Context: an optimization exercise on an open-source flow, tuned for small area. The choices shown serve that exercise and are no tape-out recipe. Function was checked by simulation only, so behaviour that the tests miss may differ from the original. The clock port is modelled as an ideal driver; clocking choices that lean on that would not hold on a real chip. Power is estimated from default activity; no workload was simulated.

==> run.sh <==
#!/bin/bash
# synth_recipe.tcl (not shown) runs the flow's synth.tcl, then flattens the netlist and writes it again
# the make line also repeats each setting of config.mk as NAME=value (left out here)
make -C /OpenROAD-flow-scripts/flow DESIGN_CONFIG=/design/flow/config.mk WORK_HOME=/design/flow/orfs CLKGATE_MAP_FILE= SYNTH_SCRIPT=/design/flow/synth_recipe.tcl finish
==> config.mk <==
export PLATFORM = sky130hd
export DESIGN_NAME = stopwatch
export DESIGN_NICKNAME = stopwatch
export VERILOG_FILES = /design/flow/design.v
export SDC_FILE = /design/flow/constraint.sdc
export NUM_CORES = 4
export LEC_CHECK = 0
export CAP_MARGIN = 20
export CORE_MARGIN = 2
export CORE_UTILIZATION = 40
export SLEW_MARGIN = 20
==> design.v <==
module decimal_counter(
    input  logic        clk,
    input  logic        reset_n,
    input  logic        clear,
    input  logic        enable,         
    input  logic        manual_increment,  
    output logic [15:0] counter_value   
);
    logic [3:0] digit0;  
    logic [3:0] digit1;  
    logic [3:0] digit2;  
    logic [3:0] digit3;  
    logic tc0;   
    logic tc1;   
    logic tc2;   
    logic tc3;   
    assign tc0 = (digit0 == 4'b1001) & (enable | manual_increment);
    assign tc1 = (digit1 == 4'b1001) & tc0;
    assign tc2 = (digit2 == 4'b1001) & tc1;
    assign tc3 = (digit3 == 4'b1001) & tc2;
    always_ff @(posedge clk or negedge reset_n) begin
        if (!reset_n)
            digit0 <= 4'b0000;
        else if (clear)
            digit0 <= 4'b0000;
        else if (enable || manual_increment) begin
            if (digit0 == 4'b1001)
                digit0 <= 4'b0000;   
            else
                digit0 <= digit0 + 1'b1;
        end
    end
    always_ff @(posedge clk or negedge reset_n) begin
        if (!reset_n)
            digit1 <= 4'b0000;
        else if (clear)
            digit1 <= 4'b0000;
        else if (tc0) begin
            if (digit1 == 4'b1001)
                digit1 <= 4'b0000;   
            else
                digit1 <= digit1 + 1'b1;
        end
    end
    always_ff @(posedge clk or negedge reset_n) begin
        if (!reset_n)
            digit2 <= 4'b0000;
        else if (clear)
            digit2 <= 4'b0000;
        else if (tc1) begin
            if (digit2 == 4'b1001)
                digit2 <= 4'b0000;   
            else
                digit2 <= digit2 + 1'b1;
        end
    end
    always_ff @(posedge clk or negedge reset_n) begin
        if (!reset_n)
            digit3 <= 4'b0000;
        else if (clear)
            digit3 <= 4'b0000;
        else if (tc2) begin
            if (digit3 == 4'b1001)
                digit3 <= 4'b0000;   
            else
                digit3 <= digit3 + 1'b1;
        end
    end
    assign counter_value = {digit3, digit2, digit1, digit0};
endmodule
module clock_divider #(
    parameter INPUT_FREQ = 100_000_000,   
    parameter OUTPUT_FREQ = 1_000         
)(
    input  logic clk_in,      
    input  logic reset_n,     
    output logic clk_out,     
    output logic tick         
);
    localparam DIVIDE_VALUE = INPUT_FREQ / OUTPUT_FREQ / 2;
    localparam COUNTER_WIDTH = $clog2(DIVIDE_VALUE);
    logic [COUNTER_WIDTH-1:0] counter;
    assign tick = (counter == DIVIDE_VALUE - 1) & ~clk_out;
    always_ff @(posedge clk_in or negedge reset_n) begin
        if (!reset_n) begin
            counter <= {COUNTER_WIDTH{1'b0}};
            clk_out <= 1'b0;
        end else begin
            if (counter == DIVIDE_VALUE - 1) begin
                counter <= {COUNTER_WIDTH{1'b0}};
                clk_out <= ~clk_out;   
            end else begin
                counter <= counter + 1'b1;
            end
        end
    end
endmodule
module stopwatch_fsm(
    input  logic        clk,
    input  logic        reset_n,
    input  logic        btn_start,     
    input  logic        btn_stop,      
    input  logic        btn_increment, 
    input  logic        btn_clear,     
    output logic        counter_enable,
    output logic        manual_increment
);
    typedef enum logic [1:0] {
        IDLE_STATE,      
        COUNTING_STATE,  
        INCREMENT_STATE  
    } state_t;
    state_t current_state, next_state;
    always_ff @(posedge clk or negedge reset_n) begin
        if (!reset_n)
            current_state <= IDLE_STATE;
        else if (btn_clear)
            current_state <= IDLE_STATE;  
        else
            current_state <= next_state;
    end
    always_comb begin
        next_state = current_state;  
        case (current_state)
            IDLE_STATE: begin
                if (btn_start)
                    next_state = COUNTING_STATE;
                else if (btn_increment)
                    next_state = INCREMENT_STATE;
            end
            COUNTING_STATE: begin
                if (btn_stop)
                    next_state = IDLE_STATE;
            end
            INCREMENT_STATE: begin
                next_state = IDLE_STATE;
            end
            default: next_state = IDLE_STATE;
        endcase
    end
    always_comb begin
        counter_enable = 1'b0;
        manual_increment = 1'b0;
        case (current_state)
            IDLE_STATE: begin
                counter_enable = 1'b0;
                manual_increment = 1'b0;
            end
            COUNTING_STATE: begin
                counter_enable = 1'b1;
                manual_increment = 1'b0;
            end
            INCREMENT_STATE: begin
                counter_enable = 1'b0;
                manual_increment = 1'b1;
            end
            default: begin
                counter_enable = 1'b0;
                manual_increment = 1'b0;
            end
        endcase
    end
endmodule
module button_debouncer #(
    parameter DEBOUNCE_CYCLES = 5_000,    
    parameter COUNTER_WIDTH = $clog2(DEBOUNCE_CYCLES)
)(
    input  logic clk,          
    input  logic reset_n,      
    input  logic btn_in,       
    output logic btn_out,      
    output logic btn_edge      
);
    logic [COUNTER_WIDTH-1:0] counter;  
    logic btn_sync1, btn_sync2;  
    logic btn_current;         
    logic btn_previous;        
    always_ff @(posedge clk or negedge reset_n) begin
        if (!reset_n) begin
            btn_sync1 <= 1'b0;
            btn_sync2 <= 1'b0;
        end else begin
            btn_sync1 <= btn_in;
            btn_sync2 <= btn_sync1;
        end
    end
    always_ff @(posedge clk or negedge reset_n) begin
        if (!reset_n) begin
            counter <= {COUNTER_WIDTH{1'b0}};
            btn_current <= 1'b0;
        end else begin
            if (btn_sync2 == btn_current) begin
                counter <= {COUNTER_WIDTH{1'b0}};
            end else if (counter < DEBOUNCE_CYCLES - 1) begin
                counter <= counter + 1'b1;
            end else begin
                btn_current <= btn_sync2;
                counter <= {COUNTER_WIDTH{1'b0}};
            end
        end
    end
    always_ff @(posedge clk or negedge reset_n) begin
        if (!reset_n) begin
            btn_previous <= 1'b0;
            btn_edge <= 1'b0;
        end else begin
            btn_previous <= btn_current;
            btn_edge <= btn_current & ~btn_previous;
        end
    end
    assign btn_out = btn_current;
endmodule
module seven_segment_controller #(
    parameter REFRESH_WIDTH = 10          
)(
    input  logic        clk,
    input  logic        reset_n,
    input  logic [15:0] bcd_in,        
    output logic [6:0]  seg,           
    output logic [3:0]  an             
);
    logic [6:0] seg_pattern;
    logic [3:0] bcd_digit;
    always_comb begin
        case (bcd_digit)
            4'd0: seg_pattern = 7'b1000000;
            4'd1: seg_pattern = 7'b1111001;
            4'd2: seg_pattern = 7'b0100100;
            4'd3: seg_pattern = 7'b0110000;
            4'd4: seg_pattern = 7'b0011001;
            4'd5: seg_pattern = 7'b0010010;
            4'd6: seg_pattern = 7'b0000010;
            4'd7: seg_pattern = 7'b1111000;
            4'd8: seg_pattern = 7'b0000000;
            4'd9: seg_pattern = 7'b0010000;
            default: seg_pattern = 7'b1111111;  
        endcase
    end
    logic [1:0] digit_select;
    logic [REFRESH_WIDTH-1:0] refresh_counter;   
    always_ff @(posedge clk or negedge reset_n) begin
        if (!reset_n)
            refresh_counter <= {REFRESH_WIDTH{1'b0}};
        else
            refresh_counter <= refresh_counter + 1'b1;
    end
    assign digit_select = refresh_counter[REFRESH_WIDTH-1:REFRESH_WIDTH-2];   
    logic dp;  
    always_comb begin
        case(digit_select)
            2'b00: begin
                an = 4'b1110;   
                bcd_digit = bcd_in[3:0];   
                dp = 1'b1;      
            end
            2'b01: begin
                an = 4'b1101;   
                bcd_digit = bcd_in[7:4];   
                dp = 1'b1;      
            end
            2'b10: begin
                an = 4'b1011;   
                bcd_digit = bcd_in[11:8];   
                dp = 1'b1;      
            end
            2'b11: begin
                an = 4'b0111;   
                bcd_digit = bcd_in[15:12];   
                dp = 1'b0;      
            end
            default: begin
                an = 4'b1111;   
                bcd_digit = 4'b0000;
                dp = 1'b1;      
            end
        endcase
    end
    logic [7:0] segment_with_dp;
    assign segment_with_dp = {dp, seg_pattern};
    assign seg = seg_pattern;
endmodule
module stopwatch(
    input  logic        clk,           
    input  logic        reset_n,       
    input  logic        btn_start,     
    input  logic        btn_stop,      
    input  logic        btn_increment, 
    input  logic        btn_clear,     
    output logic [6:0]  seg,           
    output logic [3:0]  an             
);
    logic [15:0]    counter_value;    
    logic           counter_enable;    
    logic           manual_increment;  
    logic           clk_1khz;         
    logic           tick_1khz;        
    logic btn_start_db, btn_start_edge;
    logic btn_stop_db, btn_stop_edge;
    logic btn_increment_db, btn_increment_edge;
    logic btn_clear_db, btn_clear_edge;
    clock_divider #(
        .INPUT_FREQ(1_000_000),     
        .OUTPUT_FREQ(1_000)         
    ) ms_clock_gen (
        .clk_in(clk),
        .reset_n(reset_n),
        .clk_out(clk_1khz),
        .tick(tick_1khz)
    );
    button_debouncer start_debouncer (
        .clk(clk),
        .reset_n(reset_n),
        .btn_in(btn_start),
        .btn_out(btn_start_db),
        .btn_edge(btn_start_edge)
    );
    button_debouncer stop_debouncer (
        .clk(clk),
        .reset_n(reset_n),
        .btn_in(btn_stop),
        .btn_out(btn_stop_db),
        .btn_edge(btn_stop_edge)
    );
    button_debouncer increment_debouncer (
        .clk(clk),
        .reset_n(reset_n),
        .btn_in(btn_increment),
        .btn_out(btn_increment_db),
        .btn_edge(btn_increment_edge)
    );
    button_debouncer clear_debouncer (
        .clk(clk),
        .reset_n(reset_n),
        .btn_in(btn_clear),
        .btn_out(btn_clear_db),
        .btn_edge(btn_clear_edge)
    );
    stopwatch_fsm fsm (
        .clk(clk),        
        .reset_n(reset_n),
        .btn_start(btn_start_edge),
        .btn_stop(btn_stop_edge),
        .btn_increment(btn_increment_edge),
        .btn_clear(btn_clear_edge),
        .counter_enable(counter_enable),
        .manual_increment(manual_increment)
    );
    decimal_counter counter (
        .clk(clk),        
        .reset_n(reset_n),
        .clear(btn_clear_edge),
        .enable(counter_enable & tick_1khz),
        .manual_increment(manual_increment),
        .counter_value(counter_value)
    );
    seven_segment_controller display_ctrl (
        .clk(clk),       
        .reset_n(reset_n),
        .bcd_in(counter_value),
        .seg(seg),
        .an(an)
    );
endmodule
==> constraint.sdc <==
create_clock -name core_clock -period 10.0 [get_ports {clk}]
set_input_delay 2.0000 -clock core_clock [delete_from_list [all_inputs] [get_ports {clk}]]
set_output_delay 2.0000 -clock core_clock [all_outputs]
set_load 0.01 [all_outputs]
==> results.py, run 1 <==
metrics = {
    "status": {
        "status": "no timing/DRC/antenna violations",
    },
    "sta": {
        "fin_skew_ns": 0.00745,
        "relSlewSlack": 0.343,
        "fin_crit_ns": 4.81,
        "post-route-period-util": 0.481,
        "fin_ws_ns": 5.19,
        "finalSetupViolations": 0,
        "rsz0062_at_grt": "no",
        "finalMaxSlewViolations": 0,
        "timing.fmax_mhz": 208,
        "hold_violations": 0,
        "worst_pin_slew_ns": 0.979,
        "timing.hold.ws_ns": 0.353,
        "tns_ns": 0,
    },
    "clock_network": {
        "ctsResizeCount": 0,
        "numCtsBuffers": 9,
        "clock_latency_ns": 0.36,
        "cts-root-buf": "clkbuf_16",
        "cts.path.max_buffers": 2,
        "cts_tree": "built",
        "path_clk_slew_ns": 0.08,
        "cts.sinks": 110,
        "hold_buffers": 0,
        "h-tree-depth": 3,
        "postCtsSetupRepairBufs": 0,
    },
    "worst_setup_path": {
        "startpoint": "display_ctrl.refresh_counter[8]$_DFF_PN0_",
        "crit_path_end_kind": "output pin",
        "cp.required_ns": 8.00,
        "timing.rr.start": "ms_clock_gen.counter[0]$_DFF_PN0_",
        "arrival_ns": 2.81,
        "cp_max_fo": 10,
        "reg2reg_depth": 5,
        "crit_type": "reg2out",
        "crit_path_start_kind": "flip-flop",
    },
    "global_routing": {
        "grt_max_degree": 69,
        "grt_pass1_vias": 3913,
        "grt_pass1_wl_um": 17400,
        "overflow": 0,
        "track_usage": 0.149,
        "antenna_found_initial": 0,
    },
    "synthesis": {
        "ys_seq_area_frac": 0.511,
        "syn_avg_cell_area_um2": 10.6,
        "yosys-top-cells-area": "dfrtp_1, xnor2_1, nor3_1, ha_1, nand3_1",
        "ys_ff_latch": 110,
        "synthCells": 510,
        "synthesis.area_um2": 5390,
        "synth_top_area_frac": 0.511,
        "synth_nets": 535,
        "ys.flop_type": "dfrtp_1",
        "synth_largest_area_cell": "dfrtp_1",
        "yosysWarnings": 5,
        "synth_async_sr_flop_share": 1.00,
        "ys_types": 45,
        "synth_edf_count": 0,
    },
    "worst_hold_path": {
        "min_path_type": "reg2reg",
        "hold_path_depth": 0,
        "min-delay-start": "clear_debouncer.btn_sync1$_DFF_PN0_",
    },
    "finish": {
        "finalInstanceArea_um2": 6040,
        "syn_to_final_growth_pct": 12.1,
        "nets": 547,
        "drive_above_1_share": 0.0721,
        "diodes": 0,
    },
    "routing": {
        "avgRoutedWirePerCell_um": 13.4,
        "wl_um": 9450,
        "vias": 3771,
        "drt_pre_antenna_iters": 6,
        "drt_iter0_drc": 200,
        "drtAntennaViolNets": 0,
        "viasPerCell": 5.36,
        "post-route-drc-count": 0,
    },
    "floorplan": {
        "rows": 42,
        "io_pins": 17,
        "die_w_um": 120,
        "fp.dieH_um": 120,
        "core_area_um2": 13200,
        "start_util": 0.409,
        "die_area_um2": 14400,
    },
    "power_and_ir_drop": {
        "p_sw_frac": 0.224,
        "clkPwrFrac": 0.442,
        "power_uw": 854,
        "seq_power_share": 0.532,
        "p_leak_uw": 0.00253,
        "internal_power_uw": 663,
        "p_per_area_nw_per_um2": 141,
        "p_comb_frac": 0.025,
        "p_switching_uw": 192,
        "irDropWorstVdd_mv": 0.170,
    },
    "run": {
        "drv_cap": 0,
    },
    "place": {
        "port_buffers": 16,
        "post-place-ws_ns": 5.57,
        "place_area_um2": 5700,
        "hpwl_um": 6330,
        "place.gp.congestion": 0.817,
    },
}
sequential cells by signal (all words and copies together) (netlist names), 2 cells and up:
name,flops
increment_debouncer.counter,13
counter.digit1,4
stop_debouncer.counter,13
counter.digit3,4
counter.digit0,4
start_debouncer.counter,13
clear_debouncer.counter,13
counter.digit2,4
display_ctrl.refresh_counter,10
fsm.current_state,2
ms_clock_gen.counter,9
cell usage after synthesis, types with 4 or more instances:
library cell / count
ha_1: 19
and3_1: 12
or3_1: 4
nor2_1: 21
xor2_1: 20
inv_1: 19
xnor2_1: 35
mux2_2: 9
and3b_1: 4
a31oi_1: 4
o21ai_0: 16
mux4_2: 4
a21oi_1: 16
o31ai_1: 4
nand3_1: 36
or4_1: 9
nor3b_1: 4
nand2_1: 24
nor3_1: 55
nor2b_1: 10
nand4_1: 12
clkbuf_1: 14
nor4_1: 10
o31a_1: 5
dfrtp_1: 110
nand2b_1: 7
kinds of logic (layout without fill, tap and decap cells):
group	after synthesis	count (layout)	synth area share
AOI/OAI and AO/OA	59	59	0.0734
DFF	110	110	0.511
buffers and inverters	35	52	0.0265
adders and majority gates	19	19	0.0441
muxes	14	14	0.0374
and+or+nand+nor	218	218	0.219
xor gates and xnor gates	55	55	0.0894
metal layers:
layer  share of wire  wire (um)  global-route usage  vias to the layer above
met2            0.49       4650               0.247                       49
met1            0.46       4340               0.179                     1844
met5               0          0                   0                        -
met3           0.036        343              0.0518                       13
met4           0.012        115              0.0515                        0
li1                -          -                   -                     1865
worst paths after layout:
check                                                 endpoint  slack [ns]
min reg2reg                clear_debouncer.btn_sync2$_DFF_PN0_        0.35
min                        clear_debouncer.btn_sync2$_DFF_PN0_        0.35
max                                                     seg[3]        5.19
max in group asynchronous     ms_clock_gen.clk_out$_DFFE_PN0N_        7.12
max reg2reg                      counter.digit2[1]$_DFFE_PN0P_        7.78
min in group asynchronous    ms_clock_gen.counter[3]$_DFF_PN0_        1.64
placed cells by master, fill, tap and decap left out, types with 5 or more instances in the layout:
cell type | synthesis | routed
nand2b_1 | 7 | 7
nor2_1 | 21 | 21
a21oi_1 | 16 | 16
nor2b_1 | 10 | 10
xor2_1 | 20 | 20
nor3_1 | 55 | 55
o31a_1 | 5 | 5
nand2_1 | 24 | 24
nor4_1 | 10 | 10
nand3_1 | 36 | 36
or4_1 | 9 | 9
nand4_1 | 12 | 12
clkdlybuf4s50_1 | 0 | 15
xnor2_1 | 35 | 32
dfrtp_1 | 110 | 110
inv_1 | 19 | 19
o21ai_0 | 16 | 16
ha_1 | 19 | 19
and3_1 | 12 | 12
mux2_2 | 9 | 9
clkbuf_16 | 0 | 9
power groups by stage:
stage	Sequential (uW)	Clock [uW]	Combinational, uW
6_report	455	378	21.6
5_1_grt	456	410	25.6
4_1_cts	455	392	22.3
3_5_place_dp	464	0	22.2
3_3_place_gp	463	0	21.9
2_1_floorplan	463	0	9.49
critical path, stage by stage (launching register included):
cell,delay [ns]
dfrtp_1,0.57
mux4_2,0.60
inv_1,0.14
ha_1,0.26
mux2_2,0.27
nor2_1,0.09
nor2_1,0.05
clkdlybuf4s50_1,0.47
area by class of cell:
class	instances	area, um^2
fillers	1207	7150
flip-flops and latches	110	2750
multi-input cells	365	2520
clock buffers	10	239
well taps	176	220
repair buffers	17	165
clock inverters	6	75.1
inverters	19	71.3
per-stage QoR:
step / util / instances
after floorplan: - / 510
after detailed placement: 0.432 / 687
after global routing: 0.458 / 703
after CTS: 0.456 / 703
after global placement: 0.432 / 687
final: 0.458 / 703
==> run 2, diff against run 1 <==
==> design.v (replaced) <==
module sw_debounce (
    input  logic clk,
    input  logic reset_n,
    input  logic btn_in,
    output logic btn_edge
);
    logic sync1, sync2, cur, prev;
    logic [12:0] cnt;
    wire differ = sync2 ^ cur;
    wire match  = cnt[10] & cnt[9] & ~cnt[8] & cnt[7] & ~cnt[6] & (&cnt[5:1]);
    always_ff @(posedge clk or negedge reset_n) begin
        if (!reset_n) begin
            sync1 <= 1'b0;
            cur <= 1'b0;
        end else begin
            sync1 <= btn_in;
            if (match) cur <= sync2;
        end
    end
    always_ff @(posedge clk) begin
        sync2 <= sync1;
        prev <= cur;
        btn_edge <= cur & ~prev;
        if (!reset_n || !differ || match)
            cnt <= 13'd0;
        else
            cnt <= {~cnt[11:0], cnt[2] ^ cnt[12]};
    end
endmodule
module stopwatch (
    input  logic        clk,
    input  logic        reset_n,
    input  logic        btn_start,
    input  logic        btn_stop,
    input  logic        btn_increment,
    input  logic        btn_clear,
    output logic [6:0]  seg,
    output logic [3:0]  an
);
    logic e_start, e_stop, e_inc, e_clr;
    sw_debounce d_start (.clk(clk), .reset_n(reset_n), .btn_in(btn_start),     .btn_edge(e_start));
    sw_debounce d_stop  (.clk(clk), .reset_n(reset_n), .btn_in(btn_stop),      .btn_edge(e_stop));
    sw_debounce d_inc   (.clk(clk), .reset_n(reset_n), .btn_in(btn_increment), .btn_edge(e_inc));
    sw_debounce d_clr   (.clk(clk), .reset_n(reset_n), .btn_in(btn_clear),     .btn_edge(e_clr));
    logic [9:0] refresh;
    always_ff @(posedge clk or negedge reset_n) begin
        if (!reset_n) refresh <= 10'd0;
        else          refresh <= refresh + 1'b1;
    end
    logic [6:0] dv;
    wire dv_end = dv[6] & (&dv[4:0]);
    always_ff @(posedge clk) begin
        if (!reset_n || dv_end)
            dv <= 7'd0;
        else
            dv <= {~dv[5:0], dv[0] ^ dv[6]};
    end
    wire tick = dv_end & ~refresh[2] & refresh[1] & refresh[0];
    logic run, incr;
    always_ff @(posedge clk or negedge reset_n) begin
        if (!reset_n) begin
            run <= 1'b0;
            incr <= 1'b0;
        end else begin
            run  <= ~e_clr & (run ? ~e_stop : (~incr & e_start));
            incr <= ~e_clr & ~run & ~incr & ~e_start & e_inc;
        end
    end
    logic [3:0] d0, d1, d2, d3;
    wire en0 = (run & tick) | incr;
    wire c0 = en0 & d0[3] & d0[0];
    wire c1 = c0 & d1[3] & d1[0];
    wire c2 = c1 & d2[3] & d2[0];
    wire c3 = c2 & d3[3] & d3[0];
    always_ff @(posedge clk or negedge reset_n) begin
        if (!reset_n) begin
            d0 <= 4'd0; d1 <= 4'd0; d2 <= 4'd0; d3 <= 4'd0;
        end else if (e_clr) begin
            d0 <= 4'd0; d1 <= 4'd0; d2 <= 4'd0; d3 <= 4'd0;
        end else begin
            if (en0) d0 <= c0 ? 4'd0 : d0 + 1'b1;
            if (c0)  d1 <= c1 ? 4'd0 : d1 + 1'b1;
            if (c1)  d2 <= c2 ? 4'd0 : d2 + 1'b1;
            if (c2)  d3 <= c3 ? 4'd0 : d3 + 1'b1;
        end
    end
    logic [3:0] digit;
    always_comb begin
        case (refresh[9:8])
            2'd0: begin an = 4'b1110; digit = d0; end
            2'd1: begin an = 4'b1101; digit = d1; end
            2'd2: begin an = 4'b1011; digit = d2; end
            default: begin an = 4'b0111; digit = d3; end
        endcase
    end
    always_comb begin
        case (digit)
            4'd0: seg = 7'b1000000;
            4'd1: seg = 7'b1111001;
            4'd2: seg = 7'b0100100;
            4'd3: seg = 7'b0110000;
            4'd4: seg = 7'b0011001;
            4'd5: seg = 7'b0010010;
            4'd6: seg = 7'b0000010;
            4'd7: seg = 7'b1111000;
            4'd8: seg = 7'b0000000;
            4'd9: seg = 7'b0010000;
            default: seg = digit[0] ? 7'b0010000 : 7'b0000000;
        endcase
    end
endmodule
--- a/config.mk
+++ b/config.mk
@@ -9,3 +9,6 @@
 export CORE_MARGIN = 2
 export CORE_UTILIZATION = 40
+export CTS_BUF_LIST = sky130_fd_sc_hd__clkbuf_16
+export CTS_CLUSTER_DIAMETER = 500
+export CTS_CLUSTER_SIZE = 100
 export SLEW_MARGIN = 20
==> results.py, run 2 <==
metrics = {
    "status": {
        "status": "no timing/DRC/antenna violations",
    },
    "synthesis": {
        "synth_async_sr_flop_share": 0.336,
        "ys_ff_latch": 107,
        "synthesis.area_um2": 3800,
        "yosys-top-cells-area": "dfxtp_1, dfrtp_1, nor2_1, xnor2_1, a21oi_1",
        "synth_edf_count": 0,
        "syn_avg_cell_area_um2": 10.9,
        "ys_types": 38,
        "synth_largest_area_cell": "dfxtp_1",
        "synth_nets": 361,
        "synthCells": 350,
        "synth_common_cells": "dfxtp_1, nor2_1, dfrtp_1, a21oi_1, nand2_1",
        "ys_seq_area_frac": 0.611,
        "ys.flop_type": "dfxtp_1",
        "yosysWarnings": 2,
        "yosysMostFrequentCell": "dfxtp_1",
        "synth_top_area_frac": 0.374,
    },
    "floorplan": {
        "rows": 35,
        "fp.dieH_um": 101,
        "start_util": 0.411,
        "die_w_um": 101,
        "die_area_um2": 10300,
        "core_area_um2": 9240,
        "io_pins": 17,
    },
    "power_and_ir_drop": {
        "p_per_area_nw_per_um2": 186,
        "irDropWorstVdd_mv": 0.106,
        "p_leak_uw": 0.00181,
    },
    "worst_setup_path": {
        "crit_path_start_kind": "flip-flop",
        "arrival_ns": 2.73,
        "crit_type": "reg2out",
        "cp_max_fo": 10,
        "crit_path_end_kind": "output pin",
        "cp.required_ns": 8.00,
    },
    "routing": {
        "drt-met1-wl_um": 2960,
        "drt_iter0_drc": 111,
        "route.met2.wl_um": 2560,
        "route.met3.wl_um": 219,
        "viasPerCell": 4.87,
        "top_layer_used": "met4",
        "drtAntennaViolNets": 0,
        "vias": 2437,
        "wl_um": 5830,
        "avgRoutedWirePerCell_um": 11.7,
        "drt_pre_antenna_iters": 4,
        "post-route-drc-count": 0,
    },
    "sta": {
        "fin_crit_ns": 4.73,
        "hold_violations": 0,
        "relSlewSlack": 0.496,
        "timing.fmax_mhz": 212,
        "worst_pin_slew_ns": 0.755,
        "rsz0062_at_grt": "no",
        "finalMaxSlewViolations": 0,
        "finalSetupViolations": 0,
        "tns_ns": 0,
        "fin_ws_ns": 5.27,
        "post-route-period-util": 0.473,
        "fin_skew_ns": 0.00715,
    },
    "global_routing": {
        "antenna_found_initial": 0,
        "grt_max_degree": 48,
        "track_usage": 0.129,
        "grt_pass1_vias": 2341,
        "overflow": 0,
        "grt_pass1_wl_um": 10600,
    },
    "finish": {
        "syn_to_final_growth_pct": 14.8,
        "fin_cells": 500,
        "nets": 377,
        "layout_commonest_cell": "dfxtp_1",
        "diodes": 0,
        "fill_cells": 864,
        "utilization": 0.472,
        "drive_above_1_share": 0.0809,
        "layout_common_cells": "dfxtp_1, nor2_1, dfrtp_1, a21oi_1",
    },
    "clock_network": {
        "numCtsBuffers": 9,
        "cts.sinks": 107,
        "cts_tree": "built",
        "cts-root-buf": "clkbuf_16",
        "h-tree-depth": 3,
        "hold_buffers": 0,
        "ctsResizeCount": 0,
        "postCtsSetupRepairBufs": 0,
        "path_clk_slew_ns": 0.07,
        "clock_latency_ns": 0.34,
        "cts.path.max_buffers": 2,
    },
    "place": {
        "dp_cells": 484,
        "place.gp.congestion": 0.750,
        "post-place-ws_ns": 5.61,
        "hpwl_um": 3810,
        "port_buffers": 16,
    },
    "worst_hold_path": {
        "min_path_type": "reg2reg",
    },
    "run": {
        "drv_cap": 0,
    },
}
==> run 2: cell types whose count changed in the layout (fill, tap and decap cells not counted), moves of 18 or more <==
cell and delta:
nor2_1 +38, nand3_1 -25, nor3_1 -51, dfrtp_1 -74, xnor2_1 -18, dfxtp_1 +71
==> run 2: worst max-delay path: stages, from the launching register on <==
cell             delay, ns
dfrtp_1               0.58
mux4_2                0.64
nand2b_1              0.20
or2_2                 0.27
a21oi_1               0.14
clkdlybuf4s50_1       0.55
==> run 2: kinds of logic after synthesis <==
logic type / count (synthesis) / share of synthesized area
xor+xnor: 20 / 0.0461
simple gates: 150 / 0.204
mux: 7 / 0.0326
compound gates: 42 / 0.0665
fa+ha+maj: 5 / 0.0165
flops: 107 / 0.611
buf+inv: 19 / 0.0230
==> run 2: metal layers <==
metal	GRT usage	vias to the layer above
met5	0	-
met3	0.0504	9
met4	0.0374	0
met1	0.167	1166
li1	-	1231
met2	0.203	31
==> run 2: stage by stage <==
step / hold WS (ns) / total power [uW] / cell area [um^2]
after detailed placement: 0.330 / 480 / 4070
after global routing: 0.351 / 846 / 4360
after CTS: 0.349 / 824 / 4360
final: 0.346 / 811 / 4360
after floorplan: 0.324 / 471 / 3800
after global placement: 0.326 / 479 / 4070
==> run 2: power breakdown <==
group	total, uW	internal, uW	switching, uW
Sequential	452	444	7.75
Clock	341	175	166
Combinational	18.4	7.99	10.4
Total	811	627	184
==> run 2: final timing paths <==
kind	start	depth (start not counted)	end	slack (ns)
setup / recovery	refresh[8]$_DFF_PN0_	5	seg[3]	5.27
hold / removal	d_clr.sync1$_DFF_PN0_	0	d_clr.sync2$_DFF_P_	0.35
setup reg to reg	refresh[2]$_DFF_PN0_	4	d2[1]$_DFFE_PN0P_	7.97
hold reg to reg	d_clr.sync1$_DFF_PN0_	0	d_clr.sync2$_DFF_P_	0.35
max in group asynchronous	reset_n	2	incr$_DFF_PN0_	7.89
min in group asynchronous	reset_n	2	d0[0]$_DFFE_PN0P_	1.73
==> run 2: layout make-up <==
cell class / instances / area (um^2) / area share
clock buffers: 9 / 225 / 0.0516
clock inverters: 7 / 71.3 / 0.0163
inverters: 6 / 22.5 / 0.00516
multi-input cells: 224 / 1390 / 0.319
flip-flops and latches: 107 / 2320 / 0.532
well taps: 129 / 161 / 0.0370
repair buffers: 18 / 170 / 0.0390
==> run 3, diff against run 2 <==
--- a/design.v
+++ b/design.v
@@ -9,17 +9,21 @@
     wire differ = sync2 ^ cur;
     wire match  = cnt[10] & cnt[9] & ~cnt[8] & cnt[7] & ~cnt[6] & (&cnt[5:1]);
+    wire term   = differ & match;
     always_ff @(posedge clk or negedge reset_n) begin
         if (!reset_n) begin
             sync1 <= 1'b0;
+            sync2 <= 1'b0;
             cur <= 1'b0;
+            prev <= 1'b0;
+            btn_edge <= 1'b0;
         end else begin
             sync1 <= btn_in;
-            if (match) cur <= sync2;
+            sync2 <= sync1;
+            cur <= cur ^ term;
+            prev <= cur;
+            btn_edge <= cur & ~prev;
         end
     end
     always_ff @(posedge clk) begin
-        sync2 <= sync1;
-        prev <= cur;
-        btn_edge <= cur & ~prev;
         if (!reset_n || !differ || match)
             cnt <= 13'd0;
--- a/config.mk
+++ b/config.mk
@@ -9,6 +9,3 @@
 export CORE_MARGIN = 2
 export CORE_UTILIZATION = 40
-export CTS_BUF_LIST = sky130_fd_sc_hd__clkbuf_16
-export CTS_CLUSTER_DIAMETER = 500
-export CTS_CLUSTER_SIZE = 100
 export SLEW_MARGIN = 20
==> results.py, run 3 <==
metrics = {
    "synthesis": {
        "synthesis.area_um2": 3820,
        "ys_types": 48,
        "synth_async_sr_flop_share": 0.449,
        "synth_nets": 356,
        "ys.flop_type": "dfxtp_1",
        "yosysMostFrequentCell": "nor2_1",
        "yosys-top-cells-area": "dfrtp_1, dfxtp_1, nor2_1, xnor2_1, a21oi_1",
        "synth_common_cells": "nor2_1, dfxtp_1, dfrtp_1, a21oi_1, xnor2_1",
        "synth_largest_area_cell": "dfrtp_1",
        "ys_ff_latch": 107,
        "synth_edf_count": 0,
        "syn_avg_cell_area_um2": 11.1,
        "ys_seq_area_frac": 0.624,
        "synthCells": 345,
        "yosysWarnings": 2,
        "synth_top_area_frac": 0.315,
    },
    "worst_setup_path": {
        "cp.required_ns": 8.00,
        "r2r_slack_ns": 8.08,
        "crit_path_end_kind": "output pin",
        "cp_max_fo": 10,
        "crit_path_start_kind": "flip-flop",
        "arrival_ns": 2.65,
        "crit_type": "reg2out",
    },
    "sta": {
        "post-route-period-util": 0.465,
        "worst_pin_slew_ns": 0.775,
        "relSlewSlack": 0.481,
        "fin_crit_ns": 4.65,
        "rsz0062_at_grt": "no",
        "finalMaxSlewViolations": 0,
        "fin_ws_ns": 5.35,
        "timing.fmax_mhz": 215,
        "hold_violations": 0,
        "tns_ns": 0,
        "fin_skew_ns": 0.0108,
        "finalSetupViolations": 0,
    },
    "power_and_ir_drop": {
        "irDropWorstVdd_mv": 0.0925,
        "p_leak_uw": 0.00182,
        "p_per_area_nw_per_um2": 168,
    },
    "worst_hold_path": {
        "min_path_type": "reg2reg",
    },
    "clock_network": {
        "clock_latency_ns": 0.36,
        "cts.path.max_buffers": 2,
        "cts_tree": "built",
        "postCtsSetupRepairBufs": 0,
        "h-tree-depth": 3,
        "path_clk_slew_ns": 0.10,
        "hold_buffers": 0,
        "cts.sinks": 107,
        "cts-root-buf": "clkbuf_8",
        "numCtsBuffers": 9,
        "ctsResizeCount": 0,
    },
    "floorplan": {
        "core_area_um2": 9240,
        "die_area_um2": 10300,
        "io_pins": 17,
        "die_w_um": 102,
        "start_util": 0.413,
        "rows": 35,
        "fp.dieH_um": 102,
    },
    "finish": {
        "drive_above_1_share": 0.0761,
        "layout_common_cells": "nor2_1, dfxtp_1, dfrtp_1, a21oi_1, xnor2_1",
        "nets": 374,
        "syn_to_final_growth_pct": 12.2,
        "layout_commonest_cell": "nor2_1",
        "diodes": 0,
        "fill_cells": 872,
    },
    "global_routing": {
        "overflow": 0,
        "grt_pass1_wl_um": 10300,
        "grt_pass1_vias": 2366,
        "track_usage": 0.126,
        "antenna_found_initial": 0,
        "grt_max_degree": 52,
    },
    "routing": {
        "drtAntennaViolNets": 0,
        "drt_pre_antenna_iters": 4,
        "viasPerCell": 4.87,
        "avgRoutedWirePerCell_um": 11.9,
        "drt_iter0_drc": 58,
        "post-route-drc-count": 0,
        "wl_um": 5910,
        "vias": 2422,
    },
    "place": {
        "post-place-ws_ns": 5.74,
        "hpwl_um": 3940,
        "port_buffers": 16,
        "place.gp.congestion": 0.798,
    },
    "status": {
        "status": "no timing/DRC/antenna violations",
    },
    "run": {
        "drv_cap": 0,
    },
}
[run 3: cell types whose count changed in the layout (fill, tap and decap cells not counted), sizes merged, moves of 4 or more]
cell,delta
nand3b,-4
nor2b,-7
dfxtp,-12
nor2,+5
dfrtp,+12
o31ai,-6
[run 3: cell type report]
type                            count  area [um^2]  share of cell area
Multi-Input combinational cell    219         1350               0.316
Timing Repair Buffer               18          170              0.0397
Inverter                            8         30.0             0.00701
Clock buffer                       10          128              0.0298
Sequential cell                   107         2380               0.556
Clock inverter                      6         58.8              0.0137
Tap cell                          129          161              0.0377
[run 3: logic make-up (layout without fill, tap and decap cells)]
group           after synthesis  after routing  synth area share
simple gates                146            146             0.195
flops                       107            107             0.624
compound gates               41             41            0.0639
xor+xnor                     20             20            0.0459
buf+inv                      19             42            0.0216
mux                           7              7            0.0325
fa+ha+maj                     5              5            0.0164
[run 3: where the power goes]
part | leakage (uW) | switching [uW] | total [uW] | internal, uW
sequential | 0.00113 | 7.75 | 452 | 445
combinational | 0.000594 | 11.5 | 19.5 | 7.96
clock | 0.0000959 | 149 | 245 | 96.4
total | 0.00182 | 168 | 717 | 549
[run 3: per-stage QoR]
step,cell area [um^2],utilization,hold slack (ns),power (uW),std cells
floorplan,3820,-,0.331,471,345
detailed placement,4100,0.443,0.336,482,481
global placement,4100,0.443,0.332,481,481
global route,4280,0.463,0.370,751,497
finish,4280,0.463,0.359,717,497
CTS,4280,0.463,0.361,731,497
[run 3: critical path, cell delays in order, from the launching register on]
cell,delay [ns]
dfrtp_1,0.59
mux4_2,0.64
nand2b_4,0.18
or2_0,0.19
a21oi_1,0.14
clkdlybuf4s50_1,0.54
[run 3: final timing paths]
check	cells past startpoint	endpoint	start
worst max-delay path	5	seg[3]	refresh[8]$_DFF_PN0_
worst min-delay path	0	d_start.sync2$_DFF_PN0_	d_start.sync1$_DFF_PN0_
worst max register to register	4	d2[3]$_DFFE_PN0P_	refresh[2]$_DFF_PN0_
worst min register to register	0	d_start.sync2$_DFF_PN0_	d_start.sync1$_DFF_PN0_
max in group asynchronous	2	refresh[4]$_DFF_PN0_	reset_n
min in group asynchronous	2	d3[3]$_DFFE_PN0P_	reset_n
[run 3: layer usage]
| layer | vias to the layer above | global-route usage | part of all wire | routed length (um) |
|---|---|---|---|---|
| li1 | 1218 | - | - | - |
| met1 | 1158 | 0.159 | 0.49 | 2900 |
| met2 | 37 | 0.204 | 0.46 | 2720 |
| met3 | 9 | 0.0331 | 0.033 | 197 |
| met4 | 0 | 0.0551 | 0.015 | 88 |
| met5 | - | 0 | 0 | 0 |
==> run 4, diff against run 3 <==
--- a/design.v
+++ b/design.v
@@ -9,21 +9,17 @@
     wire differ = sync2 ^ cur;
     wire match  = cnt[10] & cnt[9] & ~cnt[8] & cnt[7] & ~cnt[6] & (&cnt[5:1]);
-    wire term   = differ & match;
     always_ff @(posedge clk or negedge reset_n) begin
         if (!reset_n) begin
             sync1 <= 1'b0;
-            sync2 <= 1'b0;
             cur <= 1'b0;
-            prev <= 1'b0;
-            btn_edge <= 1'b0;
         end else begin
             sync1 <= btn_in;
-            sync2 <= sync1;
-            cur <= cur ^ term;
-            prev <= cur;
-            btn_edge <= cur & ~prev;
+            if (match) cur <= sync2;
         end
     end
     always_ff @(posedge clk) begin
+        sync2 <= sync1;
+        prev <= cur;
+        btn_edge <= cur & ~prev;
         if (!reset_n || !differ || match)
             cnt <= 13'd0;
==> flow/run.sh (new file) <==
#!/bin/bash
# Own layout flow: the standard flow (standard.sh) with three changes.
#  1. After the standard synthesis, the combinational logic of its netlist is
#     re-mapped by Yosys/ABC with flow/remap.abc (registers are untouched:
#     same instances, names and cell types).
#  2. Ports are buffered with buf_1 instead of the default buffer cell.
#  3. CTS uses clkbuf_8 and inserts no dummy loads.
# Logs: flow_synth.log, flow_remap.log, flow_finish.log here; each ORFS step
# also logs under orfs/logs/.
set -euo pipefail
here=$(pwd)
res=$here/orfs/results/$FLOW_PLATFORM/stopwatch/base
lib=$FLOW_HOME/platforms/$FLOW_PLATFORM/lib/sky130_fd_sc_hd__tt_025C_1v80.lib
YOSYS=$(command -v yosys || echo "$FLOW_HOME/../tools/install/yosys/bin/yosys")

bash standard.sh synth > "$here/flow_synth.log" 2>&1

cp "$res/1_2_yosys.v" "$here/std_1_2_yosys.v"
sed -e "s#{LIB}#$lib#g" -e "s#{IN}#$here/std_1_2_yosys.v#" -e "s#{TOP}#$FLOW_TOP#g" \
    -e "s#{DONT_USE}#$(cat flow/dont_use.txt)#" -e "s#{SCRIPT}#$here/flow/remap.abc#" \
    -e "s#{STAT}#$here/remap_stat.txt#" -e "s#{OUT}#$here/remapped.v#" flow/remap.ys > remap_run.ys
"$YOSYS" -s remap_run.ys > "$here/flow_remap.log" 2>&1
cp "$here/remapped.v" "$res/1_2_yosys.v"
rm -f "$res/1_synth.odb"

bash standard.sh \
  "BUFFER_PORTS_ARGS=-buffer_cell sky130_fd_sc_hd__buf_1" \
  "CTS_ARGS=-sink_clustering_enable -repair_clock_nets -dont_use_dummy_load -buf_list sky130_fd_sc_hd__clkbuf_8" \
  finish > "$here/flow_finish.log" 2>&1
==> flow/dont_use.txt (new file) <==
-dont_use sky130_fd_sc_hd__lpflow_bleeder_1 -dont_use sky130_fd_sc_hd__lpflow_clkbufkapwr_1 -dont_use sky130_fd_sc_hd__lpflow_clkbufkapwr_16 -dont_use sky130_fd_sc_hd__lpflow_clkbufkapwr_2 -dont_use sky130_fd_sc_hd__lpflow_clkbufkapwr_4 -dont_use sky130_fd_sc_hd__lpflow_clkbufkapwr_8 -dont_use sky130_fd_sc_hd__lpflow_clkinvkapwr_1 -dont_use sky130_fd_sc_hd__lpflow_clkinvkapwr_16 -dont_use sky130_fd_sc_hd__lpflow_clkinvkapwr_2 -dont_use sky130_fd_sc_hd__lpflow_clkinvkapwr_4 -dont_use sky130_fd_sc_hd__lpflow_clkinvkapwr_8 -dont_use sky130_fd_sc_hd__lpflow_decapkapwr_12 -dont_use sky130_fd_sc_hd__lpflow_decapkapwr_3 -dont_use sky130_fd_sc_hd__lpflow_decapkapwr_4 -dont_use sky130_fd_sc_hd__lpflow_decapkapwr_6 -dont_use sky130_fd_sc_hd__lpflow_decapkapwr_8 -dont_use sky130_fd_sc_hd__lpflow_inputiso0n_1 -dont_use sky130_fd_sc_hd__lpflow_inputiso0p_1 -dont_use sky130_fd_sc_hd__lpflow_inputiso1n_1 -dont_use sky130_fd_sc_hd__lpflow_inputiso1p_1 -dont_use sky130_fd_sc_hd__lpflow_inputisolatch_1 -dont_use sky130_fd_sc_hd__lpflow_isobufsrc_1 -dont_use sky130_fd_sc_hd__lpflow_isobufsrc_16 -dont_use sky130_fd_sc_hd__lpflow_isobufsrc_2 -dont_use sky130_fd_sc_hd__lpflow_isobufsrc_4 -dont_use sky130_fd_sc_hd__lpflow_isobufsrc_8 -dont_use sky130_fd_sc_hd__lpflow_isobufsrckapwr_16 -dont_use sky130_fd_sc_hd__lpflow_lsbuf_lh_hl_isowell_tap_1 -dont_use sky130_fd_sc_hd__lpflow_lsbuf_lh_hl_isowell_tap_2 -dont_use sky130_fd_sc_hd__lpflow_lsbuf_lh_hl_isowell_tap_4 -dont_use sky130_fd_sc_hd__lpflow_lsbuf_lh_isowell_4 -dont_use sky130_fd_sc_hd__lpflow_lsbuf_lh_isowell_tap_1 -dont_use sky130_fd_sc_hd__lpflow_lsbuf_lh_isowell_tap_2 -dont_use sky130_fd_sc_hd__lpflow_lsbuf_lh_isowell_tap_4 -dont_use sky130_fd_sc_hd__probe_p_8 -dont_use sky130_fd_sc_hd__probec_p_8 
==> flow/remap.abc (new file) <==
strash
&get -n
&deepsyn -T 30
&put
dch -f
amap
topo
dnsize
==> flow/remap.ys (new file) <==
# Re-map the combinational logic of the standard synthesis netlist with a
# stronger ABC script. Registers stay the same instances (names, cell types).
read_liberty -ignore_miss_func {LIB}
read_verilog {IN}
hierarchy -top {TOP}
setattr -mod -set keep_hierarchy 1 sky130_fd_sc_hd__df*
flatten
delete t:$scopeinfo
opt_clean
abc -liberty {LIB} {DONT_USE} -script {SCRIPT}
opt_clean -purge
hilomap -singleton -hicell sky130_fd_sc_hd__conb_1 HI -locell sky130_fd_sc_hd__conb_1 LO
insbuf -buf sky130_fd_sc_hd__buf_4 A X
splitnets
opt_clean -purge
tee -o {STAT} stat -liberty {LIB}
select {TOP}
write_verilog -noattr -noexpr -nohex -nodec -selected {OUT}
==> standard.sh (new file) <==
#!/bin/bash
# synth_recipe.tcl (not shown) runs the flow's synth.tcl, then flattens the netlist and writes it again
# the make line also repeats each setting of config.mk as NAME=value (left out here)
make -C /OpenROAD-flow-scripts/flow DESIGN_CONFIG=/design/flow/config.mk WORK_HOME=/design/flow/orfs CLKGATE_MAP_FILE= SYNTH_SCRIPT=/design/flow/synth_recipe.tcl "${@:-finish}"
removed: run.sh
==> results.py, run 4 <==
metrics = {
    "status": {
        "status": "no timing/DRC/antenna violations",
    },
    "global_routing": {
        "antenna_found_initial": 0,
        "grt_pass1_wl_um": 8930,
        "track_usage": 0.127,
        "overflow": 0,
        "grt_pass1_vias": 2049,
        "grt_max_degree": 42,
    },
    "clock_network": {
        "cts-root-buf": "clkbuf_8",
        "clock_latency_ns": 0.36,
        "ctsResizeCount": 0,
        "path_clk_slew_ns": 0.07,
        "numCtsBuffers": 9,
        "postCtsSetupRepairBufs": 0,
        "cts.sinks": 107,
        "hold_buffers": 0,
        "h-tree-depth": 3,
        "cts_tree": "built",
        "cts.path.max_buffers": 2,
    },
    "power_and_ir_drop": {
        "irDropWorstVdd_mv": 0.0789,
        "p_leak_uw": 0.00156,
        "p_per_area_nw_per_um2": 180,
    },
    "synthesis": {
        "synth_nets": 338,
        "yosysWarnings": 2,
        "syn_avg_cell_area_um2": 10.2,
        "synthCells": 332,
        "synthesis.area_um2": 3390,
    },
    "floorplan": {
        "fp.dieH_um": 96.1,
        "die_w_um": 96.1,
        "rows": 33,
        "core_area_um2": 8220,
        "io_pins": 17,
        "die_area_um2": 9240,
        "start_util": 0.413,
    },
    "worst_hold_path": {
        "whs_endpoint": "d_start.sync2$_DFF_P_",
        "min-delay-start": "d_start.sync1$_DFF_PN0_",
        "min_path_type": "reg2reg",
        "hold_path_depth": 0,
    },
    "sta": {
        "relSlewSlack": 0.665,
        "post-route-period-util": 0.441,
        "fin_skew_ns": 0.0427,
        "timing.fmax_mhz": 227,
        "worst_pin_slew_ns": 0.503,
        "hold_violations": 0,
        "finalSetupViolations": 0,
        "rsz0062_at_grt": "no",
        "fin_crit_ns": 4.41,
        "tns_ns": 0,
        "finalMaxSlewViolations": 0,
    },
    "finish": {
        "fill_cells": 797,
        "layout_commonest_cell": "nor2_1",
        "drive_above_1_share": 0.0307,
        "nets": 366,
        "layout_common_cells": "nor2_1, dfxtp_1, dfrtp_1, clkinv_1",
        "diodes": 0,
        "syn_to_final_growth_pct": 9.55,
        "finalInstanceArea_um2": 3720,
    },
    "worst_setup_path": {
        "r2r_slack_ns": 7.25,
        "crit_path_start_kind": "flip-flop",
        "crit_path_end_kind": "output pin",
        "timing.rr.start": "dv[0]$_SDFF_PP0_",
        "reg2reg_depth": 13,
        "arrival_ns": 2.41,
        "crit_type": "reg2out",
        "cp.required_ns": 8.00,
        "r2r-end": "d3[3]$_DFFE_PN0P_",
        "cp_max_fo": 5,
    },
    "routing": {
        "post-route-drc-count": 0,
        "viasPerCell": 4.81,
        "drtAntennaViolNets": 0,
        "wl_um": 5130,
        "drt_iter0_drc": 73,
        "drt_pre_antenna_iters": 4,
        "vias": 2227,
        "avgRoutedWirePerCell_um": 11.1,
    },
    "place": {
        "place.gp.congestion": 0.764,
        "hpwl_um": 3560,
        "place_area_um2": 3590,
        "port_buffers": 16,
    },
    "run": {
        "drv_cap": 0,
    },
}
run 4: worst max-delay path by stage:
stage                     cells after the start  slack, ns  endpoint                  from
final                                        11       5.59    seg[1]  refresh[9]$_DFF_PN0_
after CTS                                    11       5.58    seg[1]  refresh[8]$_DFF_PN0_
after global routing                         11       5.25    seg[1]  refresh[8]$_DFF_PN0_
after detailed placement                     11       5.97    seg[1]  refresh[8]$_DFF_PN0_
after global placement                       11       6.13    seg[1]  refresh[8]$_DFF_PN0_
after floorplan                              10       6.10    seg[1]  refresh[8]$_DFF_PN0_
run 4: critical path, cell delays in order, from the launching register on:
cell and delay, ns:
dfrtp_1 0.42, clkinv_1 0.11, nand2_1 0.16, o22ai_1 0.09
nor2_1 0.16, clkinv_1 0.15, nor2_1 0.17, nor3_1 0.09
o21ai_0 0.23, clkinv_1 0.14, nor3_1 0.18, buf_1 0.17
run 4: routing by layer:
| metal | track usage | up-vias | share of wire |
|---|---|---|---|
| met5 | 0 | - | 0 |
| met3 | 0.0525 | 7 | 0.047 |
| met1 | 0.160 | 1025 | 0.50 |
| met4 | 0.0464 | 0 | 0.013 |
| met2 | 0.195 | 33 | 0.44 |
| li1 | - | 1162 | - |
run 4: power breakdown:
part	total, uW	internal (uW)	switching (uW)
clock	202	81.1	120
sequential	451	444	7.54
combinational	16.4	5.86	10.5
run 4: final cells by class:
class,instances,area (um^2),share of cell area
timing repair buffer,17,68.8,0.0185
tap,105,131,0.0353
inverter,24,90.1,0.0242
clock buffer,9,124,0.0333
sequential,107,2320,0.624
multi-input combinational,201,982,0.264
run 4: metrics by stage:
stage | hold WS [ns] | utilization | setup slack (ns) | instances | power, uW
after global routing | 0.358 | 0.453 | 5.25 | 463 | 702
after floorplan | 0.324 | - | 6.10 | 332 | 469
after CTS | 0.344 | 0.453 | 5.58 | 463 | 681
after detailed placement | 0.328 | 0.437 | 5.97 | 454 | 478
final | 0.345 | 0.453 | 5.59 | 463 | 669
after global placement | 0.325 | 0.437 | 6.13 | 454 | 477
==> run 5, diff against run 4 <==
==> flow/run.sh (replaced) <==
#!/bin/bash
# Own layout flow: the standard flow (standard.sh) with these changes.
#  1. After the standard synthesis, the combinational logic of its netlist is
#     re-mapped by Yosys/ABC with flow/remap.abc, four times with different
#     random seeds; the smallest result is used. Registers are untouched:
#     same instances, names and cell types.
#  2. Ports are buffered with buf_1 instead of the default buffer cell.
#  3. CTS uses clkbuf_8 and inserts no dummy loads; then flow/size_clk.tcl
#     gives each clock buffer the smallest clkbuf that keeps the estimated
#     clock-pin slew within 115 ps.
# Logs: flow_synth.log, flow_remap_S*.log, flow_finish.log here; each ORFS
# step also logs under orfs/logs/.
set -euo pipefail
here=$(pwd)
res=$here/orfs/results/$FLOW_PLATFORM/stopwatch/base
lib=$FLOW_HOME/platforms/$FLOW_PLATFORM/lib/sky130_fd_sc_hd__tt_025C_1v80.lib
YOSYS=$(command -v yosys || echo "$FLOW_HOME/../tools/install/yosys/bin/yosys")

bash standard.sh synth > "$here/flow_synth.log" 2>&1

cp "$res/1_2_yosys.v" "$here/std_1_2_yosys.v"
for s in 1 2 3 4; do
  sed "s#{SEED}#$s#" flow/remap.abc > "$here/remap_S$s.abc"
  sed -e "s#{LIB}#$lib#g" -e "s#{IN}#$here/std_1_2_yosys.v#" -e "s#{TOP}#$FLOW_TOP#g" \
      -e "s#{DONT_USE}#$(cat flow/dont_use.txt)#" -e "s#{SCRIPT}#$here/remap_S$s.abc#" \
      -e "s#{STAT}#$here/remap_stat_S$s.txt#" -e "s#{OUT}#$here/remapped_S$s.v#" flow/remap.ys > "$here/remap_S$s.ys"
  "$YOSYS" -s "$here/remap_S$s.ys" > "$here/flow_remap_S$s.log" 2>&1 &
done
wait
best=""; best_area=""
for s in 1 2 3 4; do
  a=$(grep -m1 "Chip area for module" "$here/remap_stat_S$s.txt" | awk '{print $NF}')
  echo "seed $s area $a"
  if [[ -z "$best" ]] || awk -v a="$a" -v b="$best_area" 'BEGIN{exit !(a<b)}'; then best=$s; best_area=$a; fi
done > "$here/remap_choice.log"
best=$(sort -k4 -g "$here/remap_choice.log" | head -1 | awk '{print $2}')
echo "using seed $best" >> "$here/remap_choice.log"
cp "$here/remapped_S$best.v" "$res/1_2_yosys.v"
rm -f "$res/1_synth.odb"

bash standard.sh \
  "BUFFER_PORTS_ARGS=-buffer_cell sky130_fd_sc_hd__buf_1" \
  "CTS_ARGS=-sink_clustering_enable -repair_clock_nets -dont_use_dummy_load -buf_list sky130_fd_sc_hd__clkbuf_8" \
  "POST_CTS_TCL=$here/flow/size_clk.tcl" \
  FLOW_CLK_SLEW_NS=0.115 \
  finish > "$here/flow_finish.log" 2>&1
==> flow/remap.abc (replaced) <==
strash
&get -n
&deepsyn -T 30 -S {SEED}
&put
dch -f
amap
topo
dnsize
==> flow/size_clk.tcl (new file) <==
# After CTS: give each clock buffer the smallest clkbuf cell that keeps the
# estimated slew at every register clock pin at or below FLOW_CLK_SLEW_NS.
# Leaves first, then the root.
set target $::env(FLOW_CLK_SLEW_NS)
set sizes {sky130_fd_sc_hd__clkbuf_2 sky130_fd_sc_hd__clkbuf_4 sky130_fd_sc_hd__clkbuf_8 sky130_fd_sc_hd__clkbuf_16}
proc max_clk_slew {} {
  set mx 0
  foreach p [get_pins -hierarchical */CLK] {
    foreach s [get_property $p slew_max_rise] { if {$s > $mx} { set mx $s } }
    foreach s [get_property $p slew_max_fall] { if {$s > $mx} { set mx $s } }
  }
  return $mx
}
set bufs {}
set root {}
foreach inst [get_cells clkbuf_*] {
  set n [get_full_name $inst]
  if {[string match "clkbuf_0_*" $n]} { lappend root $n } else { lappend bufs $n }
}
estimate_parasitics -placement
puts "clock sizing: start slew [max_clk_slew]"
foreach n [concat $bufs $root] {
  set orig [get_property [get_cells $n] ref_name]
  set done 0
  foreach m $sizes {
    if {$m eq $orig} { break }
    replace_cell $n $m
    estimate_parasitics -placement
    if {[max_clk_slew] <= $target} { puts "clock sizing: $n $orig -> $m"; set done 1; break }
  }
  if {!$done} { replace_cell $n $orig; estimate_parasitics -placement }
}
puts "clock sizing: final slew [max_clk_slew]"
detailed_placement
check_placement -verbose
estimate_parasitics -placement
==> results.py, run 5 <==
metrics = {
    "synthesis": {
        "synthesis.area_um2": 3370,
        "synth_nets": 335,
        "syn_avg_cell_area_um2": 10.3,
        "yosysWarnings": 2,
        "synthCells": 329,
    },
    "worst_setup_path": {
        "cp_common_cell": "clkinv_1",
        "critPathSlowestCell": "dfrtp_1",
        "crit_path_start_kind": "flip-flop",
        "cp_max_fo": 6,
        "crit_path_max_incr_delay_ns": 0.37,
        "r2r-end": "d3[2]$_DFFE_PN0P_",
        "cpLargestDelayFamily": "compound AO/OA/AOI/OAI gates",
        "crit_path_end_kind": "output pin",
        "cp.depth": 12,
        "cp.required_ns": 8.00,
        "path_buf_inv": 4,
        "arrival_ns": 2.21,
        "reg2reg_depth": 14,
        "r2r_slack_ns": 7.21,
        "crit_type": "reg2out",
        "timing.rr.start": "dv[0]$_SDFF_PP0_",
        "crit_chain": "clkinv_1 -> nand2_1 -> o22ai_1 -> nor2_1 -> clkinv_1 -> nand2_1 -> a21oi_1 -> o31a_1 -> o21ai_0 -> clkinv_1 -> nor2_1 -> buf_1",
    },
    "global_routing": {
        "track_usage": 0.127,
        "use_met3": 0.0493,
        "grt_pass1_wl_um": 8990,
        "grt_busiest_layer": "met2",
        "globalRouteMet1Util": 0.154,
        "grt_max_degree": 42,
        "antenna_found_initial": 0,
        "grt_pass1_vias": 2073,
        "overflow": 0,
        "grt.met2_usage": 0.209,
    },
    "finish": {
        "finalInstanceArea_um2": 3700,
        "utilization": 0.450,
        "layout_commonest_cell": "nor2_1",
        "layout_common_cells": "nor2_1, dfxtp_1, dfrtp_1, clkinv_1, nand2_1",
        "nets": 363,
        "syn_to_final_growth_pct": 9.60,
        "drive_above_1_share": 0.0310,
        "diodes": 0,
        "fill_cells": 797,
    },
    "routing": {
        "drt_iter0_drc": 66,
        "drtAntennaViolNets": 0,
        "wl_um": 5020,
        "drt_pre_antenna_iters": 4,
        "post-route-drc-count": 0,
        "vias": 2193,
        "avgRoutedWirePerCell_um": 10.9,
        "viasPerCell": 4.77,
    },
    "power_and_ir_drop": {
        "p_per_area_nw_per_um2": 180,
        "internal_power_uw": 531,
        "p_sw_frac": 0.203,
        "p_leak_uw": 0.00156,
        "clkPwrFrac": 0.298,
        "power_uw": 666,
        "seq_power_share": 0.678,
        "p_comb_frac": 0.024,
        "p_switching_uw": 135,
        "irDropWorstVdd_mv": 0.121,
    },
    "worst_hold_path": {
        "whs_endpoint": "d_inc.sync2$_DFF_P_",
        "hold_path_depth": 0,
        "min-delay-start": "d_inc.sync1$_DFF_PN0_",
        "min_path_type": "reg2reg",
    },
    "floorplan": {
        "start_util": 0.411,
        "die_area_um2": 9190,
        "core_area_um2": 8220,
        "rows": 33,
        "die_w_um": 95.9,
        "io_pins": 17,
        "fp.dieH_um": 95.9,
    },
    "sta": {
        "finalSetupViolations": 0,
        "fin_skew_ns": 0.0388,
        "post-route-period-util": 0.421,
        "worst_pin_slew_ns": 0.487,
        "fin_crit_ns": 4.21,
        "rsz0062_at_grt": "no",
        "hold_violations": 0,
        "fin_ws_ns": 5.79,
        "relSlewSlack": 0.671,
        "finalMaxSlewViolations": 0,
        "timing.fmax_mhz": 237,
        "tns_ns": 0,
    },
    "clock_network": {
        "cts_tree": "built",
        "cts.sinks": 107,
        "path_clk_slew_ns": 0.11,
        "clock_latency_ns": 0.36,
    },
    "run": {
        "drv_cap": 0,
    },
    "place": {
        "hpwl_um": 3490,
        "place_area_um2": 3570,
        "post-place-ws_ns": 6.15,
        "place.gp.congestion": 0.693,
        "port_buffers": 16,
    },
    "status": {
        "status": "no timing/DRC/antenna violations",
    },
}
-- run 5: layout make-up --
type / instances / area (um^2) / area share
clock buffers: 9 / 124 / 0.0335
inverters: 21 / 78.8 / 0.0213
multi-input cells: 201 / 973 / 0.263
flip-flops and latches: 107 / 2320 / 0.628
well taps: 105 / 131 / 0.0355
repair buffers: 17 / 68.8 / 0.0186
-- run 5: per-stage QoR --
stage	hold slack, ns	instances
2_1_floorplan	0.324	329
3_3_place_gp	0.327	451
3_5_place_dp	0.328	451
5_1_grt	0.349	460
6_report	0.344	460
-- run 5: routing by layer --
metal | part of all wire | wire [um]
met1 | 0.49 | 2470
met2 | 0.45 | 2260
met3 | 0.042 | 212
met4 | 0.014 | 72
met5 | 0 | 0
-- run 5: power groups by stage --
stage / Combinational [uW] / Sequential (uW) / Clock, uW
3_5_place_dp: 16.9 / 461 / 0
3_3_place_gp: 16.3 / 461 / 0
6_report: 16.2 / 451 / 198
2_1_floorplan: 10.3 / 459 / 0
5_1_grt: 19.6 / 454 / 226
-- run 5: how the worst max path moves through the flow --
stage,endpoint,start
5_1_grt,seg[1],refresh[9]$_DFF_PN0_
3_5_place_dp,seg[1],refresh[9]$_DFF_PN0_
6_report,seg[1],refresh[9]$_DFF_PN0_
2_1_floorplan,seg[1],refresh[9]$_DFF_PN0_
3_3_place_gp,seg[1],refresh[9]$_DFF_PN0_
==> run 6, diff against run 5 <==
--- a/design.v
+++ b/design.v
@@ -45,6 +45,10 @@
     logic [9:0] refresh;
     always_ff @(posedge clk or negedge reset_n) begin
-        if (!reset_n) refresh <= 10'd0;
-        else          refresh <= refresh + 1'b1;
+        if (!reset_n) refresh[9:8] <= 2'd0;
+        else          refresh[9:8] <= refresh[9:8] + {1'b0, &refresh[7:0]};
+    end
+    always_ff @(posedge clk) begin
+        if (!reset_n) refresh[7:0] <= 8'd0;
+        else          refresh[7:0] <= refresh[7:0] + 1'b1;
     end
     logic [6:0] dv;
--- a/flow/run.sh
+++ b/flow/run.sh
@@ -8,5 +8,5 @@
 #  3. CTS uses clkbuf_8 and inserts no dummy loads; then flow/size_clk.tcl
 #     gives each clock buffer the smallest clkbuf that keeps the estimated
-#     clock-pin slew within 115 ps.
+#     clock-pin slew within 118 ps.
 # Logs: flow_synth.log, flow_remap_S*.log, flow_finish.log here; each ORFS
 # step also logs under orfs/logs/.
@@ -43,4 +43,4 @@
   "CTS_ARGS=-sink_clustering_enable -repair_clock_nets -dont_use_dummy_load -buf_list sky130_fd_sc_hd__clkbuf_8" \
   "POST_CTS_TCL=$here/flow/size_clk.tcl" \
-  FLOW_CLK_SLEW_NS=0.115 \
+  FLOW_CLK_SLEW_NS=0.118 \
   finish > "$here/flow_finish.log" 2>&1
--- a/flow/size_clk.tcl
+++ b/flow/size_clk.tcl
@@ -1,4 +1,5 @@
 # After CTS: give each clock buffer the smallest clkbuf cell that keeps the
-# estimated slew at every register clock pin at or below FLOW_CLK_SLEW_NS.
+# estimated slew at every register clock pin at or below FLOW_CLK_SLEW_NS
+# (or the slew before sizing, if that is higher).
 # Leaves first, then the root.
 set target $::env(FLOW_CLK_SLEW_NS)
@@ -19,5 +20,7 @@
 }
 estimate_parasitics -placement
-puts "clock sizing: start slew [max_clk_slew]"
+set start [max_clk_slew]
+if {$start > $target} { set target $start }
+puts "clock sizing: start slew $start, limit $target"
 foreach n [concat $bufs $root] {
   set orig [get_property [get_cells $n] ref_name]
==> results.py, run 6 <==
metrics = {
    "worst_hold_path": {
        "min_path_type": "reg2reg",
    },
    "floorplan": {
        "start_util": 0.410,
        "die_w_um": 95.5,
        "rows": 33,
        "fp.dieH_um": 95.5,
        "core_area_um2": 8180,
        "io_pins": 17,
        "die_area_um2": 9130,
    },
    "global_routing": {
        "antenna_found_initial": 0,
        "grt_max_degree": 33,
        "grt_pass1_wl_um": 8800,
        "grt.met2_usage": 0.187,
        "grt_pass1_vias": 2012,
        "grt_busiest_layer": "met2",
        "globalRouteMet1Util": 0.160,
        "overflow": 0,
        "use_met3": 0.0522,
        "track_usage": 0.125,
    },
    "sta": {
        "fin_crit_ns": 4.59,
        "fin_skew_ns": 0.0339,
        "finalMaxSlewViolations": 0,
        "hold_violations": 0,
        "rsz0062_at_grt": "no",
        "tns_ns": 0,
        "worst_pin_slew_ns": 0.605,
        "fin_ws_ns": 5.41,
        "post-route-period-util": 0.459,
        "finalSetupViolations": 0,
        "timing.fmax_mhz": 218,
        "relSlewSlack": 0.591,
    },
    "synthesis": {
        "synthCells": 331,
        "synth_nets": 337,
        "yosysWarnings": 2,
        "synthesis.area_um2": 3350,
        "syn_avg_cell_area_um2": 10.1,
    },
    "worst_setup_path": {
        "arrival_ns": 2.59,
        "cp.required_ns": 8.00,
        "crit_path_start_kind": "flip-flop",
        "crit_path_end_kind": "output pin",
        "cp_max_fo": 5,
        "crit_type": "reg2out",
    },
    "routing": {
        "wl_um": 5110,
        "drt_pre_antenna_iters": 4,
        "vias": 2214,
        "viasPerCell": 4.79,
        "drtAntennaViolNets": 0,
        "post-route-drc-count": 0,
        "drt_iter0_drc": 27,
        "avgRoutedWirePerCell_um": 11.1,
    },
    "clock_network": {
        "path_clk_slew_ns": 0.11,
        "clock_latency_ns": 0.51,
        "cts_tree": "built",
        "cts.sinks": 107,
    },
    "finish": {
        "layout_commonest_cell": "nor2_1",
        "diodes": 0,
        "syn_to_final_growth_pct": 8.85,
        "layout_common_cells": "nor2_1, dfxtp_1, dfrtp_1, clkinv_1, nand2_1",
        "drive_above_1_share": 0.0308,
        "nets": 365,
        "finalInstanceArea_um2": 3650,
    },
    "status": {
        "status": "no timing/DRC/antenna violations",
    },
    "run": {
        "drv_cap": 0,
    },
    "power_and_ir_drop": {
        "irDropWorstVdd_mv": 0.0705,
        "p_per_area_nw_per_um2": 177,
        "p_leak_uw": 0.00149,
        "power_uw": 646,
    },
    "place": {
        "place.gp.congestion": 0.716,
        "post-place-ws_ns": 5.97,
        "port_buffers": 16,
        "place_area_um2": 3550,
        "hpwl_um": 3620,
    },
}
run 6: path summary, 6_finish.rpt:
path                                  startpoint              endpoint  slack [ns]  cells after the start
hold / removal             d_inc.sync1$_DFF_PN0_   d_inc.sync2$_DFF_P_        0.34                      0
hold reg to reg            d_inc.sync1$_DFF_PN0_   d_inc.sync2$_DFF_P_        0.34                      0
setup / recovery            refresh[8]$_DFF_PN0_                seg[6]        5.41                     12
max in group asynchronous                reset_n     d1[3]$_DFFE_PN0P_        8.18                      2
setup reg to reg                dv[0]$_SDFF_PP0_     d3[2]$_DFFE_PN0P_        7.04                     14
min in group asynchronous                reset_n  refresh[8]$_DFF_PN0_        1.50                      2
run 6: through the flow:
| stage | instances | util | hold slack, ns |
|---|---|---|---|
| after detailed placement | 453 | 0.434 | 0.329 |
| after floorplan | 331 | - | 0.324 |
| final | 462 | 0.446 | 0.336 |
| after global placement | 453 | 0.434 | 0.325 |
| after global routing | 462 | 0.446 | 0.341 |
run 6: power by group:
part,internal [uW],switching [uW],total [uW]
Combinational,6.37,11.5,17.9
Sequential,444,8.09,452
Clock,60.4,115,175
run 6: area by class of cell:
type / count / area, um^2
Fill cell: 805 / 4530
Sequential cell: 107 / 2280
Multi-Input combinational cell: 204 / 995
Tap cell: 105 / 131
Clock buffer: 9 / 96.3
Inverter: 20 / 75.1
Timing Repair Buffer: 17 / 68.8
run 6: worst max-delay path, cell delays in order, from the launching register on:
cell and delay [ns]:
dfrtp_1 0.38, clkinv_1 0.12, nand2_1 0.17, o22ai_1 0.10, nor2_1 0.13, o21ai_0 0.16, o22ai_1 0.28, nor2_1 0.06
o21ai_0 0.24, clkinv_1 0.12, nor2_1 0.13, nor3_1 0.06, buf_1 0.14
run 6: per-layer routing:
metal / share of wire / wire length (um)
met2: 0.43 / 2170
met1: 0.52 / 2650
met4: 0.0096 / 49
met5: 0 / 0
met3: 0.047 / 240

static timing again, ports no longer ideal:
How much do the figures lean on ideal ports? The routed layouts below were timed once more, with nothing changed but the port constraints. Step 1 (the two cells are an assumption about what drives the block):
set clk [get_ports {clk}]
set_driving_cell -lib_cell sky130_fd_sc_hd__clkbuf_16 $clk
set_driving_cell -lib_cell sky130_fd_sc_hd__buf_2 [delete_from_list [all_inputs] $clk]
Step 2 times the ports against the registers' clock, not the clock port: input delays grow and output delays shrink by t, the midpoint of the rising clock arrivals with the driver on. Slacks: no drivers / after step 1 / after step 2; pairs: no drivers / after step 1.
run | shift t [ns] | slack for setup (ns) | slew at the worst register clock pin (ns)
run 1 | 0.392 | 5.187 / 5.149 / 5.540 | 0.08 / 0.08
run 2 | 0.371 | 5.273 / 5.239 / 5.610 | 0.08 / 0.08
run 3 | 0.388 | 5.355 / 5.323 / 5.711 | 0.10 / 0.10
run 4 | 0.373 | 5.594 / 5.562 / 5.936 | 0.11 / 0.11
run 5 | 0.377 | 5.786 / 5.755 / 6.132 | 0.11 / 0.11
run 6 | 0.517 | 5.406 / 5.378 / 5.895 | 0.11 / 0.11
After both steps setup and hold are still met in every run listed.
